What follows belongs to an exercise in optimizing a design on an open flow for small area; a production flow would make more cautious choices. The clock port is modelled as an ideal driver, which makes a skipped or thinned clock tree look cheaper than it is; a real chip needs a root buffer or a tree. Power and IR drop assume default switching activity.

==> flow/design.v <==
`timescale 1ns/1ps
module mtm_Alu (
    input  wire clk,    
    input  wire rst_n,  
    input  wire sin,    
    output wire sout    
);
localparam [1:0] RX = 2'd0, CP = 2'd1, TX = 2'd2, TE = 2'd3;
reg  [1:0]  ph;
reg  [3:0]  bc;
reg  [3:0]  fc;
reg  [64:0] q;       
reg         p;       
reg         ls, rs;  
reg         sd;      
reg         dly;     
reg         t;       
reg  [3:0]  crc;     
reg         op2, op0;
reg         cf;      
wire rx = (ph == RX);
wire cp = (ph == CP);
wire tx = (ph == TX);
wire te = (ph == TE);
wire pay   = !bc[3];                 
wire b7    = (bc == 4'd7);
wire b8    = (bc == 4'd8);
wire full  = !fc[3] && fc[2] && fc[1];  
wire tend  = tx && b8 && fc[2] && fc[0];
wire eend  = te && b7;
wire a   = q[0] ^ p;
wire b   = q[32] ^ p;
wire c   = op2 ? (a ^ b ^ cf) : (op0 ? (a | b) : (a & b));
wire cfn = op2 & (((a ^ op0) & b) | (((a ^ op0) | b) & cf));
wire step = cp && rs && !dly;    
reg  tbit;
always @* begin
    if (te)
        case ({t && full, dly})
            2'b11:   tbit = 8'b11001001 >> bc[2:0];    
            2'b10:   tbit = 8'b10100101 >> bc[2:0];    
            default: tbit = 8'b10010011 >> bc[2:0];    
        endcase
    else if (fc[2])
        tbit = (bc[2:0] == 3'd0) ? 1'b0 : (bc[2:0] == 3'd4) ? (q[63] ^ p) :
               bc[2] ? crc[2] : cf;    
    else
        tbit = q[31] ^ p;
end
wire cd  = ph[1] ? tbit : (sin | (t && bc == 4'd0));    
wire cfb = cd ^ (ph[1] ? crc[2] : crc[3]);
wire crc_ok = (crc[2:0] == 3'd0) && !cfb;
wire push = rx && !t && (pay || (b8 && dly));
wire txsh = tx && pay && !fc[2];
wire up_n = ls && !push && !txsh;
reg  [1:0] ph_n;
reg  [3:0] bc_n, fc_n;
always @* begin
    ph_n = ph;
    fc_n = fc;
    if (rx && b8)
        bc_n = sin ? bc : 4'd15;
    else if (tend || (cp && !step))
        bc_n = bc;
    else
        bc_n = bc + 4'd1;
    if ((b7 && (tx || step || (rx && !t))) || tend)    
        fc_n = fc + 4'd1;
    if (rx && b7 && (t || full)) begin
        if (t && full && !dly && crc_ok) begin
            ph_n = CP;
        end else begin
            ph_n = TE;
        end
    end
    if (step && b7 && fc[0])
        ph_n = TX;
    if (tend)
        ph_n = RX;
    if (eend) begin
        ph_n = RX;
        fc_n = 4'd14;
    end
    if (!rst_n) begin
        ph_n = RX;
        bc_n = 4'd8;
        fc_n = 4'd14;
    end
end
wire cp_n   = cp && !(step && b7 && fc[0]);
wire push_n = rx && !t && ((!bc[3] && !b7) || (b7 && dly));
wire txsh_n = tx && !fc[2] && ((!bc[3] && !b7) || (bc == 4'd15));
wire ls_n   = push_n || txsh_n || (!cp_n && !up_n);
wire lo  = (dly ? sd : sin) ^ p;
wire hi  = 1'b0;
wire mid = step ? (c ^ p) : q[32];
integer i;
always @(posedge clk) begin
    p   <= !p;
    ls  <= ls_n;
    rs  <= !ls_n;
    ph  <= ph_n;
    bc  <= bc_n;
    fc  <= fc_n;
    q[0]  <= !((lo | rs) & (q[1] | ls));
    for (i = 1; i < 64; i = i + 1)
        if (i != 31) q[i] <= !((q[i-1] | rs) & (q[i+1] | ls));
    q[31] <= !((q[30] | rs) & (mid | ls));
    q[64] <= !((q[63] | rs) & (hi | ls));
    if (!cp && pay) crc <= {crc[2:0], 1'b0} ^ {2'b00, cfb, cfb};
    if (tend || eend) crc <= 4'd0;
    if (rx) sd <= sin;
    if (rx) begin
        if (bc == 4'd15) t <= sin;
        if (b8) dly <= 1'b0;
        if (!t && bc == 4'd0) dly <= rs;    
        if (t && bc == 4'd2) dly <= sin;
        if (t && bc == 4'd1) op2 <= sin;
        if (t && bc == 4'd3) op0 <= sin;
        cf <= 1'b0;
    end
    if (ph_n == CP) dly <= up_n;
    if (ph[1] && fc[2] && pay && bc[2:0] != 3'd0) begin    
        cf <= sd;
        sd <= t;
    end
    if (step) begin
        cf <= cfn;
        sd <= cf ^ cfn;
        t  <= t & !c;
    end
    if (!rst_n) begin
        p   <= 1'b0;
        ls  <= 1'b1;
        rs  <= 1'b0;
        crc <= 4'd0;
    end
end
assign sout = (rx || cp) || !((bc == 4'd14) || ((bc == 4'd15) && tx && !fc[2]) || (pay && !tbit));
endmodule
export LEC_CHECK = 0
export ABC_AREA = 1
export CAP_MARGIN = 20
export CORE_MARGIN = 2
export CORE_UTILIZATION = 40
export SLEW_MARGIN = 20
create_clock -name core_clock -period 8.0 [get_ports {clk}]
standard.sh (not shown) runs the stock make flow with config.mk's settings and CLKGATE_MAP_FILE= SYNTH_SCRIPT=/design/flow/synth_recipe.tcl, a recipe that flattens the netlist after the stock synthesis.
==> flow/flow/run.sh <==
#!/bin/bash
# The standard layout (standard.sh, standard synthesis unchanged), with these changes:
#  - the port buffers are buf_1 cells;
#  - after clock tree synthesis, flow/clocktree.tcl replaces its tree by three clkbuf_16
#    buffers fed by the clock port, each driving the clock pins of a third of the
#    flip-flops (cut by position), and sets combinational gates to their smallest drive
#    (repair_design then fixes any slew or capacitance limit); the rest of the flow
#    (routing, finish) is standard.
# Logs: standard_cts.log and standard.log (make's output), clocktree.log (OpenROAD's),
# and each ORFS step's full log under orfs/logs.
set -euo pipefail
export CTS_ARGS="-sink_clustering_enable -repair_clock_nets -dont_use_dummy_load"
export BUFFER_PORTS_ARGS="-buffer_cell sky130_fd_sc_hd__buf_1"
bash standard.sh cts > standard_cts.log 2>&1
R=orfs/results/${FLOW_PLATFORM}/mtm_Alu/base
LIB=$(ls ${FLOW_HOME}/platforms/${FLOW_PLATFORM}/lib/sky130_fd_sc_hd__tt_025C_1v80.lib) \
PLATFORM_DIR=${FLOW_HOME}/platforms/${FLOW_PLATFORM} \
IN_ODB=$R/4_cts.odb IN_SDC=$R/4_cts.sdc OUT_ODB=$R/4_cts_new.odb \
NBUF=3 BUFCELL=sky130_fd_sc_hd__clkbuf_16 \
  openroad -no_init -exit flow/clocktree.tcl > clocktree.log 2>&1
cp $R/4_cts_new.odb $R/4_1_cts.odb
sleep 1
cp $R/4_cts_new.odb $R/4_cts.odb
rm -f $R/4_cts_new.odb
bash standard.sh > standard.log 2>&1
Other scripts of this flow, unchanged in this note and not shown: flow/flow/clocktree.tcl
The starting point went through all stages and came out clean.
Change:
--- a/flow/design.v
+++ b/flow/design.v
@@ -46,10 +46,10 @@
                bc[2] ? crc[2] : cf;    
     else
         tbit = q[31] ^ p;
 end
-wire cd  = ph[1] ? tbit : (sin | (t && bc == 4'd0));    
-wire cfb = cd ^ (ph[1] ? crc[2] : crc[3]);
+wire cd  = tx ? tbit : (sin | (t && bc == 4'd0));
+wire cfb = cd ^ (tx ? crc[2] : crc[3]);
 wire crc_ok = (crc[2:0] == 3'd0) && !cfb;
 wire push = rx && !t && (pay || (b8 && dly));
 wire txsh = tx && pay && !fc[2];
 wire up_n = ls && !push && !txsh;
Effect:
- power shrinks by 0.41%
- die area shrinks by 0.88%
- final area shrinks by 0.83%
- critical path depth grows by 2
- wire length shrinks by 3.8%
- synthesized area shrinks by 0.92%
- first-iteration DRC count shrinks by 1.4%
- via count shrinks by 4.3%
- synthesized cell count shrinks by 2.1%
- worst hold slack got worse by 9.6 ps
- maximum frequency grows by 0.64%
- combinational power shrinks by about 5%
No run of this note included a check of the RTL's function; only the layout flow was run. No run of this note takes its clock network from TritonCTS; it comes from the design's own scripts or RTL.

## afterwards: timing with drivers on the ports
How much do the figures lean on ideal ports? The routed layouts below were timed once more, with nothing changed but the port constraints.
Step 1 (the two cells are an assumption about what drives the block):
set clk [get_ports {clk}]
set_driving_cell -lib_cell sky130_fd_sc_hd__clkbuf_16 $clk
set_driving_cell -lib_cell sky130_fd_sc_hd__buf_2 [delete_from_list [all_inputs] $clk]
Step 2 moves the port delays by t, midway between the first and last clock arrival at a register: inputs arrive t later, outputs are due t later. That takes back most of the time a late clock gives input paths.
Three values: ideal, step 1, step 2; two values: the first two.
| run | t (ns) | setup slack, ns | worst setup path at the end |
|---|---|---|---|
| the first run | 0.225 | 4.372 / 4.311 / 4.536 | register to output |
| the second run | 0.223 | 4.396 / 4.333 / 4.556 | register to output |
After both steps every run listed still meets setup and hold.
